Context: an optimization exercise on an open-source flow, tuned for small area, a short achievable clock period and few clock cycles. The choices shown serve that exercise and are no tape-out recipe. Only simulation tests tie the RTL to the original design; equivalence was not proved. Power is estimated from default activity; no workload was simulated.

==> inputs of job 4617 <==
## mul_datapath
module mul_datapath (
    input  logic clk,
    input  logic rst_n,
    input  logic start,
    input  logic signed [51:0] multiplicand_i,
    input  logic signed [51:0] multiplier_i,
    output logic signed [103:0] product_o,
    output logic signed [51:0] product_rounded_o,
    output logic done
);
export LEC_CHECK = 0
export ABC_AREA = 1
export CAP_MARGIN = 20
export CORE_MARGIN = 2
export CORE_UTILIZATION = 40
export SETUP_SLACK_MARGIN = 3
export SLEW_MARGIN = 20
export SYNTH_HIERARCHICAL = 1
export SYNTH_MINIMUM_KEEP_SIZE = 0
create_clock -name core_clock -period 8.0 [get_ports {clk}]
standard.sh (not shown) runs the stock make flow with config.mk's settings and CLKGATE_MAP_FILE= SYNTH_SCRIPT=/design/flow/synth_recipe.tcl, a recipe that flattens the netlist after the stock synthesis.
==> flow/flow/run.sh <==
#!/bin/bash
# The standard layout, with plain buffers (buf_4) on the ports instead of the
# delay cells buffer_ports picks by default.
set -euo pipefail
export BUFFER_PORTS_ARGS="-buffer_cell sky130_fd_sc_hd__buf_4"
bash standard.sh finish > standard_flow.log 2>&1
==> inputs of job 2211, as changes to job 4617 <==
--- a/flow/config.mk
+++ b/flow/config.mk
@@ -13,3 +13,4 @@
 export SLEW_MARGIN = 20
 export SYNTH_HIERARCHICAL = 1
 export SYNTH_MINIMUM_KEEP_SIZE = 0
+export TNS_END_PERCENT = 10
==> qor.txt <==
Max IR drop VDD = 0.000589 V
multi-input gates = 5,224
Cell Chain, Critical Path = buf_12, buf_4, a211oi_2, a21oi_1, fa_1, fa_1, fa_1, fa_1, fa_1
Least-Margin Pin Slew = 1.22 ns
dpl cell area = 66,200 um^2
fin nets = 8,143
switch share = 0.508
Critical Path Start = multiplier_i[31]
vias in the first global route = 59,500
Final WS setup = 2.62 ns
Leakage Power = 31.8 nW
Seq/total area = 0.0607
status = no timing/DRC/antenna violations
Source of the figures above: job 4617

==> qor.txt <==
Least-Margin Pin Slew = 1.14 ns
dpl cell area = 65,000 um^2
switch share = 0.514
Cell Chain, Critical Path = buf_4, inv_4, o22ai_2, xor2_1, fa_1, fa_2, fa_1, fa_2, fa_2, fa_1
fin nets = 8,100
Leakage Power = 30.5 nW
Critical Path Start = multiplicand_i[47]
status = no timing/DRC/antenna violations
Seq/total area = 0.0642
Max IR drop VDD = 0.000561 V
vias in the first global route = 58,900
Source of the figures above: job 2211

Testbench counts of job 4617, summed over its fixed seeds: cycles 1,608.
Testbench counts of job 2211, summed over its fixed seeds: cycles 1,608.


==> try-garnet <==
Another version of the RTL of mul_datapath (not shown whole).
==> flow/config.mk <==
export PLATFORM = sky130hd
export DESIGN_NAME = mul_datapath
export DESIGN_NICKNAME = mul_datapath
export VERILOG_FILES = /design/flow/design.v
export SDC_FILE = /design/flow/constraint.sdc
export NUM_CORES = 4
export LEC_CHECK = 0
export ABC_AREA = 1
export CAP_MARGIN = 20
export CORE_MARGIN = 2
export CORE_UTILIZATION = 40
export SETUP_SLACK_MARGIN = 3
export SLEW_MARGIN = 20
export SYNTH_HIERARCHICAL = 1
export SYNTH_MINIMUM_KEEP_SIZE = 0
export TNS_END_PERCENT = 10
==> flow/constraint.sdc <==
create_clock -name core_clock -period 8.0 [get_ports {clk}]
set_input_delay 1.6000 -clock core_clock [delete_from_list [all_inputs] [get_ports {clk}]]
set_output_delay 1.6000 -clock core_clock [all_outputs]
set_load 0.01 [all_outputs]
==> flow/flow/run.sh <==
#!/bin/bash
# The standard layout, with plain buffers (buf_2) on the ports instead of the
# delay cells buffer_ports picks by default.
set -euo pipefail
export BUFFER_PORTS_ARGS="-buffer_cell sky130_fd_sc_hd__buf_2"
bash standard.sh finish > standard_flow.log 2>&1
==> inputs of try-harbor, as changes to try-garnet <==
==> flow/flow/run.sh (replaced) <==
#!/bin/bash
# The standard layout, with plain buffers (buf_4) on the ports instead of the
# delay cells buffer_ports picks by default.
set -euo pipefail
export BUFFER_PORTS_ARGS="-buffer_cell sky130_fd_sc_hd__buf_4"
bash standard.sh finish > standard_flow.log 2>&1
Settings changed: SETUP_SLACK_MARGIN 3 to 3.5.
==> inputs of try-maple, as changes to try-garnet <==
==> flow/flow/run.sh (replaced) <==
#!/bin/bash
# The standard layout, with plain buffers (buf_4) on the ports instead of the
# delay cells buffer_ports picks by default.
set -euo pipefail
export BUFFER_PORTS_ARGS="-buffer_cell sky130_fd_sc_hd__buf_4"
bash standard.sh finish > standard_flow.log 2>&1
==> comparison <==
Routed wire length: try-harbor > try-maple > try-garnet. Of try-maple and try-harbor, try-harbor has the higher first-iteration DRC count (gap about 8%, measured against try-harbor). Combinational power, highest first: try-harbor, try-maple, try-garnet. Against try-harbor, the hold slack of try-garnet is higher by 0.015 ns. Fmax, lowest first: try-maple, try-garnet, try-harbor. Utilization: try-harbor is higher than try-garnet (1.3 points). In synthesized cell count, try-maple and try-harbor do not differ.
==> figures <==
item                                                                        try-garnet                try-maple               try-harbor
Smallest setup slack after layout                                              2.72 ns                  2.69 ns                  2.75 ns
Count of buffer and inverter cells on the critical path                              4                        2                        3
Cell area after placement                                                 64,900 sq um             65,300 sq um             65,200 sq um
Fin area                                                                  73,000 sq um             74,300 sq um             75,000 sq um
Inverter count                                                                     343                      342                      343
Beginning of the critical path                                               cut_q[13]                cut_q[19]                cut_q[13]
CP max stage delay                                                             0.60 ns                  0.60 ns                  0.59 ns
Post CTS Setup Buffer Count                                                         64                      109                       72
Net switching component of the power                                           22.4 mW                  22.7 mW                  22.9 mW
Multi-input gate share of total cell area                                        75.5%                    74.5%                    74.6%
Fillers                                                                         14,000                   13,800                   13,700
Run status                                                     complete, no violations  complete, no violations  complete, no violations
CP arrival                                                                     3.68 ns                  3.71 ns                  3.65 ns
Clock-pin transition on the worst setup and hold timing paths                  0.08 ns                  0.08 ns                  0.06 ns
Worst-case vdd ir drop                                                      0.000484 V               0.000679 V               0.000677 V
Testbench counts of try-garnet, summed over its fixed seeds: cycles 1,608.
Testbench counts of try-harbor, summed over its fixed seeds: cycles 1,608.
Testbench counts of try-maple, summed over its fixed seeds: cycles 1,608.

## what the ideal ports hide
Ports are ideal in the flow. The routed layouts listed here were re-timed in OpenROAD.
Step 1 assumes that a clkbuf_16 drives the clock port and a buf_2 every other input.
Step 2 also shifts input and output timing later by t, the mid clock arrival at the registers, as if the neighbouring blocks saw the same clock.
a / b / c = no drivers / after step 1 / after step 2; a / b = the first two.
run	t, ns	setup slack, ns	worst register clock-pin slew, ns
job 4617	0.718	2.620 / 2.616 / 1.898	0.08 / 0.08
job 2211	0.714	2.738 / 2.607 / 1.893	0.07 / 0.07
try-garnet	0.726	2.721 / 2.638 / 1.927	0.08 / 0.08
try-harbor	0.770	2.746 / 2.599 / 1.829	0.08 / 0.08
try-maple	0.736	2.690 / 2.602 / 1.970	0.08 / 0.08
After both steps every run listed still meets setup and hold. For try-harbor, which loses most, drivers alone change the setup slack by -0.147 ns; drivers and shift together by -0.917 ns.
